What follows belongs to an exercise in optimizing a design on an open flow for small area; a production flow would make more cautious choices. Function was checked by simulation only, so behaviour that the tests miss may differ from the original. Power and IR drop assume default switching activity.

**flow/design.v**
```verilog
module encode(
    input  [5:0]  msg_in,
    output [15:0] msg_out
);
    wire [7:0] p = {1'b0, msg_in, 1'b0};
    genvar i;
    generate
        for (i = 0; i < 8; i = i + 1) begin : g
            assign msg_out[2*i] = p[i];
            if (i < 7) begin : g_par
                assign msg_out[2*i+1] = p[i] ^ p[i+1];
            end else begin : g_last
                assign msg_out[2*i+1] = 1'b0;
            end
        end
    endgenerate
endmodule
module decode(
    input  wire s,
    input  wire pend,
    input  wire bq,
    input  wire x,
    input  wire valid,
    output wire a_out,
    output wire s_out
);
    wire s_nx = pend ^ bq ^ x;
    wire flip = valid & s & s_nx;
    assign a_out = pend ^ flip;
    assign s_out = s_nx & ~(valid & s);
endmodule
module transmitter(
    input  wire       clk,
    input  wire       rst,
    input  wire       start,
    input  wire       msg_select,    
    input  wire       baud_select,   
    input  wire [5:0] input_message,
    output reg        tx
);
    parameter CLK_FREQ = 27000000;
    localparam BLK = CLK_FREQ / 2400;         
    localparam NBLK = CLK_FREQ / BLK;         
    reg        act;      
    reg        busy;     
    reg [10:0] p;
    reg [11:0] q;
    localparam [10:0] P_END = 11'b11101011101;
    localparam [10:0] P_MASK = 11'b11110011011;
    wire pw = ~|((p ^ P_END) & P_MASK);
    wire qe = &(q | ~(NBLK - 1));
    always @(posedge clk) begin
        p <= (act & ~pw) ? {p[9:0], ~(p[10] ^ p[8])} : 11'd0;
        q <= (act & ~(pw & qe)) ? q + {11'd0, pw} : 12'd0;
    end
    wire [4:0] r = baud_select ? q[4:0] : q[5:1];
    wire evt = busy & pw & (baud_select | q[0]);
    wire [8:0] u = {2'b00, ~input_message, 1'b0};
    wire [4:0] c = r - 5'd1;
    wire [2:0] s = msg_select ? c[3:1] : r[2:0];
    wire odd = msg_select & c[0];
    wire [3:0] s1 = {1'b0, s} + 4'd1;
    wire dbit = u[s] ^ (odd & u[s1]);
    wire last = msg_select ? (r == 5'd17) : (r == 5'd7);
    wire nxt = dbit | last;
    always @(posedge clk or posedge rst) begin
        if (rst) begin
            act <= 1'b0;
            busy <= 1'b0;
            tx <= 1'b1;
        end else begin
            act <= act ? ~(pw & qe) : start;
            if (busy) begin
                if (evt) begin
                    tx <= nxt;
                    if (last) busy <= 1'b0;
                end
            end else if (start & ~act) begin
                busy <= 1'b1;
            end
        end
    end
endmodule
module receiver(
    input  wire       clk,
    input  wire       rst,
    input  wire       tx,            
    input  wire       msg_select,    
    input  wire       baud_select,   
    output reg  [5:0] output_message
);
    parameter CLK_FREQ = 27000000;
    localparam BLK = CLK_FREQ / 2400;
    reg        busy;
    reg [10:0] p;
    reg        h;        
    reg [4:0]  j;
    reg        pend;     
    reg [4:0]  m;        
    reg        s;        
    reg        bq;       
    localparam [10:0] P_END = 11'b11101011101;
    localparam [10:0] P_MASK = 11'b11110011011;
    localparam [10:0] P_HALF = 11'b01001001001;
    wire pw = ~|((p ^ P_END) & P_MASK);
    wire [4:0] r = j;
    wire evt = busy & pw & (baud_select | ~h) & (r != 5'd0);
    wire last = msg_select ? (r == 5'd17) : (r == 5'd7);
    wire smp = evt & ~last;
    wire sh = smp & (~msg_select | (r[0] & (r <= 5'd13)));
    wire valid = msg_select & (r == 5'd5 | r == 5'd7 | r == 5'd9 | r == 5'd11);
    wire a_fin, s_nx;
    decode u_dec(.s(s), .pend(pend), .bq(bq), .x(tx), .valid(valid),
                 .a_out(a_fin), .s_out(s_nx));
    always @(posedge clk) begin
        p <= (busy & ~pw) ? {p[9:0], ~(p[10] ^ p[8])} : ((~busy & baud_select) ? P_HALF : 11'd0);
        h <= busy & (h ^ (pw & ~baud_select));
        j <= busy ? j + {4'd0, pw & (baud_select | h)} : 5'd0;
        if (sh) begin
            pend <= tx;
            m <= {a_fin, m[4:1]};
            s <= s_nx;
        end
        if (smp & msg_select & ~r[0])
            bq <= tx;
    end
    always @(posedge clk or posedge rst) begin
        if (rst) begin
            busy <= 1'b0;
            output_message <= 6'd0;
        end else if (busy) begin
            if (evt & last) begin
                busy <= 1'b0;
                output_message <= ~{pend, m};
            end
        end else if (~tx) begin
            busy <= 1'b1;
        end
    end
endmodule
module uart_fink_top(
    input  wire       clk,
    input  wire       rst,
    input  wire       tx_start,
    input  wire       tx_msg_select,
    input  wire       tx_baud_select,
    input  wire [5:0] tx_message,
    output wire       tx,
    input  wire       rx,
    input  wire       rx_msg_select,
    input  wire       rx_baud_select,
    output wire [5:0] rx_message
);
    localparam CLK_FREQ = 2700000;
    transmitter #(.CLK_FREQ(CLK_FREQ)) u_tx(
        .clk(clk),
        .rst(rst),
        .start(tx_start),
        .msg_select(tx_msg_select),
        .baud_select(tx_baud_select),
        .input_message(tx_message),
        .tx(tx)
    );
    receiver #(.CLK_FREQ(CLK_FREQ)) u_rx(
        .clk(clk),
        .rst(rst),
        .tx(rx),
        .msg_select(rx_msg_select),
        .baud_select(rx_baud_select),
        .output_message(rx_message)
    );
endmodule
```
**flow/flow/run.sh**
```bash
#!/bin/bash
# Own layout flow: the standard ORFS flow (standard.sh) with these changes
# to how the layout is made:
#  - after the standard synthesis, the logic between the flip-flops is mapped
#    again for area (reabc.tcl); the flip-flops stay exactly as synthesised;
#  - port buffers are sky130_fd_sc_hd__buf_1 (the default picks a 10 um2 delay cell);
#  - CTS builds its usual H-tree from clkbuf_4 cells, without dummy load cells;
#  - after floorplan, cells are swapped to their smallest drive strength.
# Every tool's output goes to a log file of its own in the work folder.
set -euo pipefail
here=$(cd "$(dirname "${BASH_SOURCE[0]}")" && pwd)
res=$PWD/orfs/results/sky130hd/uart_fink_top/base

bash standard.sh synth > flow_synth.log 2>&1

cp "$res/1_2_yosys.v" "$res/1_2_yosys_standard.v"
LIB_FILE=$FLOW_HOME/platforms/sky130hd/lib/sky130_fd_sc_hd__tt_025C_1v80.lib \
REABC_IN="$res/1_2_yosys_standard.v" REABC_OUT="$res/1_2_yosys.v" \
REABC_SCRIPT="$here/abc_area.script" \
  yosys -c "$here/reabc.tcl" > flow_reabc.log 2>&1

export BUFFER_PORTS_ARGS="-buffer_cell sky130_fd_sc_hd__buf_1"
export CTS_ARGS="-sink_clustering_enable -repair_clock_nets -buf_list sky130_fd_sc_hd__clkbuf_4 -dont_use_dummy_load"
export POST_FLOORPLAN_TCL="$here/downsize.tcl"
bash standard.sh > flow_layout.log 2>&1
```
**flow/flow/abc_area.script**
```
strash
&get -n
&deepsyn -T 10
&dch
&nf
&put
```
**flow/flow/downsize.tcl**
```tcl
# Swap every standard cell for the smallest-area cell of the same family
# (same name up to the drive-strength suffix, hence the same function and
# pins).  Timing has several ns of slack here; later repair_design and
# repair_timing steps fix any slew, capacitance or timing the swap breaks.
set lib_cells {}
foreach lc [get_lib_cells sky130_fd_sc_hd__*] {
  lappend lib_cells [get_name $lc]
}
set dont_use $::env(DONT_USE_CELLS)
proc cell_area { name } {
  set m [[ord::get_db] findMaster $name]
  return [expr {[$m getWidth] * [$m getHeight]}]
}
set swapped 0
foreach inst [[ord::get_db_block] getInsts] {
  set master [[$inst getMaster] getName]
  if {![regexp {^(sky130_fd_sc_hd__[a-z0-9]+)_([0-9]+)$} $master -> base drive]} { continue }
  if {[regexp {tap|fill|decap|clkbuf|clkinv|clkdly|dlygate|conb|diode} $base]} { continue }
  set best $master
  set best_area [cell_area $master]
  foreach cand [lsearch -all -inline -glob $lib_cells ${base}_*] {
    if {![regexp "^${base}_\[0-9\]+\$" $cand]} { continue }
    if {[lsearch -exact $dont_use $cand] >= 0} { continue }
    if {[[ord::get_db] findMaster $cand] eq "NULL"} { continue }
    set a [cell_area $cand]
    if {$a < $best_area} { set best $cand; set best_area $a }
  }
  if {$best ne $master} {
    replace_cell [get_cells [$inst getName]] [get_lib_cells $best]
    incr swapped
  }
}
puts "downsize: $swapped cells swapped to a smaller drive"
```
**flow/flow/reabc.tcl**
```tcl
# Re-map the combinational logic of the standard synthesis for area.
# The flip-flops are kept exactly as the standard synthesis made them (same
# instances, names and cell types): every sequential cell is held as a
# black box while the logic between them is flattened to gates and mapped
# again by ABC with an area-oriented script (abc_area.script beside this file).
yosys -import
set lib $::env(LIB_FILE)
set in_v $::env(REABC_IN)
set out_v $::env(REABC_OUT)
set script $::env(REABC_SCRIPT)

read_liberty -ignore_miss_func $lib
read_verilog $in_v
hierarchy -top uart_fink_top
# sequential cells stay as they are
setattr -mod -set keep_hierarchy 1 sky130_fd_sc_hd__df* sky130_fd_sc_hd__edf* sky130_fd_sc_hd__sdf* sky130_fd_sc_hd__dl*
flatten
opt_clean -purge
abc -liberty $lib -dont_use *probe* -dont_use *lpflow* -script $script
# cells ABC chose that the netlist did not use before
read_liberty -lib -ignore_redef $lib
opt_clean -purge
hilomap -singleton -hicell sky130_fd_sc_hd__conb_1 HI -locell sky130_fd_sc_hd__conb_1 LO
insbuf -buf sky130_fd_sc_hd__buf_4 A X
splitnets
opt_clean -purge
select uart_fink_top
stat -liberty $lib
check -assert
write_verilog -noattr -nohex -nodec -selected $out_v
```
**flow/standard.sh**
```bash
#!/bin/bash
# synth_recipe.tcl (not shown) runs the flow's synth.tcl, then flattens the netlist and writes it again
# the make line also repeats each setting of config.mk as NAME=value (left out here)
make -C /OpenROAD-flow-scripts/flow DESIGN_CONFIG=/design/flow/config.mk WORK_HOME=/design/flow/orfs CLKGATE_MAP_FILE= SYNTH_SCRIPT=/design/flow/synth_recipe.tcl "${@:-finish}"
```
**flow/config.mk**
```make
export PLATFORM = sky130hd
export DESIGN_NAME = uart_fink_top
export DESIGN_NICKNAME = uart_fink_top
export VERILOG_FILES = /design/flow/design.v
export SDC_FILE = /design/flow/constraint.sdc
export NUM_CORES = 4
export LEC_CHECK = 0
export CAP_MARGIN = 20
export CORE_MARGIN = 2
export CORE_UTILIZATION = 40
export PLACE_DENSITY = 0.6
export SLEW_MARGIN = 20
```
**flow/constraint.sdc**
```tcl
create_clock -name core_clock -period 10.0 [get_ports {clk}]
set_input_delay 2.0000 -clock core_clock [delete_from_list [all_inputs] [get_ports {clk}]]
set_output_delay 2.0000 -clock core_clock [all_outputs]
set_load 0.01 [all_outputs]
```
==> reports/qor.log <==
INFO  status         outcome=timing/DRC/antenna clean
INFO  sta            slew_viol_final=0
INFO  cts            cts_sinks=58
INFO  floorplan      fp.dieArea=6660µm²
INFO  detailed_routing dr.pass1.iters=4
INFO  sta            finClkSkew=0.0183ns
INFO  sta            hold_viol=0
INFO  placed_design  io_buffer_count=20
INFO  critical_path  critical_path.endpoint_type=register
INFO  detailed_routing route.vias.total=1755
INFO  detailed_routing wl=4000µm
INFO  floorplan      dieHeight=81.6µm
INFO  cts            cts_buffers=9
INFO  floorplan      floorplan.rows=28
INFO  power_and_ir_drop leakagePower=1.00nW
INFO  cts            cts-root-to-sink-buffers=2
INFO  sta            grt_setup_unrepaired=false
INFO  floorplan      die_w=81.6µm
INFO  power_and_ir_drop cellInternalPower=0.353mW
INFO  grt            grt_max_degree=11
INFO  critical_path  timing.critical_path.required=10.30ns
INFO  grt            number_of_global_route_vias_before_repair=1541
INFO  synthesis      mean_post_synth_cell_area=9.79µm²
INFO  grt            globalRouteTotalUtil=13.4%
INFO  final_layout   final_cell_area=2600µm²
INFO  sta            period_needed=3.65ns
INFO  grt            first_pass_grt_wire_length=6690µm
INFO  detailed_routing postRouteAntennaNets=0
INFO  synthesis      synthesis.instances=246
INFO  critical_path  critPathMaxFanout=9
INFO  cts            tritoncts_clock_tree=done
INFO  placed_design  gp_congestion=0.752
INFO  floorplan      core=5890µm²
INFO  power_and_ir_drop share_clk_of_total_power=23.4%
INFO  sta            setup_viol_count_final=0
INFO  final_layout   final_layout_size_suffix_gt1_share=3.72%
INFO  detailed_routing via_per_inst=5.10
INFO  critical_path  worstSetupStartpointType=input port
INFO  final_layout   nNetsFinal=285
INFO  floorplan      top_level_ports=21
INFO  power_and_ir_drop irDropWorstVdd=112µV
INFO  grt            grt_antenna_before_repair=0
INFO  placed_design  dp_hpwl=2940µm
INFO  placed_design  cell_area_after_placement=2530µm²
INFO  cts            ctsHtreeMaxLevel=3
INFO  power_and_ir_drop seqPwrFrac=64.7%
INFO  min_path       hold_depth=1
INFO  sta            holdWs=0.421ns
INFO  sta            tightestPinTransition=0.905ns
INFO  floorplan      effective_utilization_at_floorplan=40.9%
INFO  detailed_routing drt_iter0_markers=83
INFO  synthesis      synthesis.area=2410µm²
INFO  cts            clkTransAtPathRegs=0.08ns
INFO  critical_path  crit_type=input port to register
INFO  power_and_ir_drop combinational_share_of_power=12.0%
INFO  min_path       holdCritPathClass=register to register
INFO  sta            setup_total_negative_slack=0ns
INFO  cts            clock-root-buffer=sky130_fd_sc_hd__clkbuf_4
INFO  detailed_routing detail_route.drc_violations=0
INFO  critical_path  worst_r2r_path_depth=7
INFO  synthesis      mappedNetlistNets=260
INFO  final_layout   nFillCells=571
INFO  cts            post_cts_resized=0
INFO  cts            cts_hold_repair.buffers=0
INFO  power_and_ir_drop power.switching=0.116mW
INFO  sta            fin_crit_sh=36.5%
INFO  power_and_ir_drop switching_share=24.7%
INFO  job            maxCapViolations=0
INFO  critical_path  critical_path_arrival=3.96ns
INFO  sta            achievable-frequency=274MHz
INFO  power_and_ir_drop p_total=0.469mW
INFO  synthesis      synth-warning-count=2
INFO  final_layout   syn_to_final_growth=7.95%
INFO  cts            post-cts-setup-buffers=0
INFO  final_layout   n_antenna_cell=0
INFO  sta            relSlewSlack=39.7%
INFO  grt            grt_remaining_overflow=0
INFO  cts            clk-insertion-delay-late=0.38ns
INFO  detailed_routing routedWlPerCell=11.6µm
INFO  power_and_ir_drop powerDensity=180nW/µm²
==> stage by stage <==
step | util (%) | std cells | worst slack [ns]
finish | 44.2 | 344 | 6.35
global placement | 43.0 | 335 | 6.01
global route | 44.2 | 344 | 6.08
floorplan | - | 246 | 6.49
detailed placement | 43.0 | 335 | 5.97
CTS | 44.2 | 344 | 6.38
==> cell type report <==
| class | count | area, µm² | share of cell area [%] |
|---|---|---|---|
| well taps | 75 | 93.8 | 3.61 |
| repair buffers | 20 | 75.1 | 2.89 |
| inverters | 16 | 60.1 | 2.31 |
| flip-flops and latches | 58 | 1290 | 49.7 |
| multi-input cells | 166 | 1010 | 38.9 |
| clock buffers | 9 | 67.6 | 2.60 |
==> per-layer routing <==
| layer | routed length, µm | vias up | part of all wire, % | global-route usage (%) |
|---|---|---|---|---|
| met4 | 87 | 0 | 2.2 | 8.50 |
| li1 | - | 900 | - | - |
| met3 | 139 | 10 | 3.5 | 3.30 |
| met5 | 0 | - | 0 | 0 |
| met2 | 1800 | 26 | 45 | 19.8 |
| met1 | 1980 | 819 | 49 | 17.5 |
==> cells in the final DEF, fill, tap and decap left out, types with 2 or more instances in the layout <==
master and instances:
sky130_fd_sc_hd__nor2_1 30, sky130_fd_sc_hd__or3_1 2, sky130_fd_sc_hd__a21o_1 5, sky130_fd_sc_hd__nand3_1 7, sky130_fd_sc_hd__dfxtp_1 40, sky130_fd_sc_hd__nor3b_1 3, sky130_fd_sc_hd__mux2_1 4, sky130_fd_sc_hd__and2_0 20
sky130_fd_sc_hd__nand2b_1 3, sky130_fd_sc_hd__o21ai_0 8, sky130_fd_sc_hd__clkbuf_4 9, sky130_fd_sc_hd__dfrtp_1 9, sky130_fd_sc_hd__nor3_1 8, sky130_fd_sc_hd__buf_1 20, sky130_fd_sc_hd__mux2i_1 11, sky130_fd_sc_hd__nor4_1 3
sky130_fd_sc_hd__a21oi_1 17, sky130_fd_sc_hd__a211oi_1 2, sky130_fd_sc_hd__and3_1 2, sky130_fd_sc_hd__o22ai_1 3, sky130_fd_sc_hd__nand4_1 2, sky130_fd_sc_hd__edfxtp_1 8, sky130_fd_sc_hd__a31oi_1 3, sky130_fd_sc_hd__xor2_1 5
sky130_fd_sc_hd__clkinv_1 16, sky130_fd_sc_hd__nand2_1 10, sky130_fd_sc_hd__xnor2_1 3, sky130_fd_sc_hd__and4_1 3
==> final timing paths <==
check                          startpoint                     end  slack (ns)
max                        tx_baud_select                 u_tx.tx        6.35
min                             u_rx.m[0]  u_rx.output_message[0]        0.42
max reg2reg                     u_tx.p[8]                u_tx.act        7.32
min reg2reg                     u_rx.m[0]  u_rx.output_message[0]        0.42
max in group asynchronous             rst                 u_tx.tx        8.22
min in group asynchronous             rst  u_rx.output_message[0]        1.52
==> worst max-delay path: stages <==
cell and delay, ns:
sky130_fd_sc_hd__buf_1 0.33, sky130_fd_sc_hd__mux2_1 0.45, sky130_fd_sc_hd__o21ai_0 0.28, sky130_fd_sc_hd__nor4b_1 0.27, sky130_fd_sc_hd__a21o_1 0.17, sky130_fd_sc_hd__mux2i_1 0.23
sky130_fd_sc_hd__nor2b_1 0.07, sky130_fd_sc_hd__a21oi_1 0.15
==> power by group through the flow <==
stage,registers [mW],clock network [mW],logic [mW]
after floorplan,0.302,0,0.0454
after global placement,0.309,0,0.0550
after detailed placement,0.308,0,0.0570
after CTS,0.304,0.116,0.0574
after global routing,0.309,0.126,0.0652
final,0.303,0.110,0.0561
==> registers in the layout, summed over array words and instances (netlist names) <==
name,flops
u_rx.h,1
u_rx.s,1
u_tx.busy,1
u_tx.q,12
u_tx.p,11
u_rx.output_message,6
u_tx.act,1
u_rx.busy,1
u_rx.m,5
u_tx.tx,1
u_rx.p,11
u_rx.bq,1
u_rx.j,5
u_rx.pend,1

==> afterwards: timing with drivers on the ports <==
The results above use ideal ports. As a check the final layout listed here was re-extracted and re-timed, cells and wires unchanged.
Step 1: set_driving_cell puts a clkbuf_16 on clk and a buf_2 on each other input, an assumption about the parent block.
Step 2 adds t to the input delays and takes it off the output delays; t is the mean of the earliest and latest rising clock arrival at the registers after step 1. Input paths then give back, and output paths get back, about the clock's delay inside the block.
Three values: ideal, step 1, step 2; two values: the first two.
shift t [ns]: 0.393
slack for setup (ns): 6.347 / 6.347 / 5.954
worst setup path after step 2: input to register
worst slew at a driven data input, ns: 0.03
After both steps this run still meets setup and hold. The setup slack of this run moves by 0.000 ns with the drivers and by -0.393 ns with both steps.
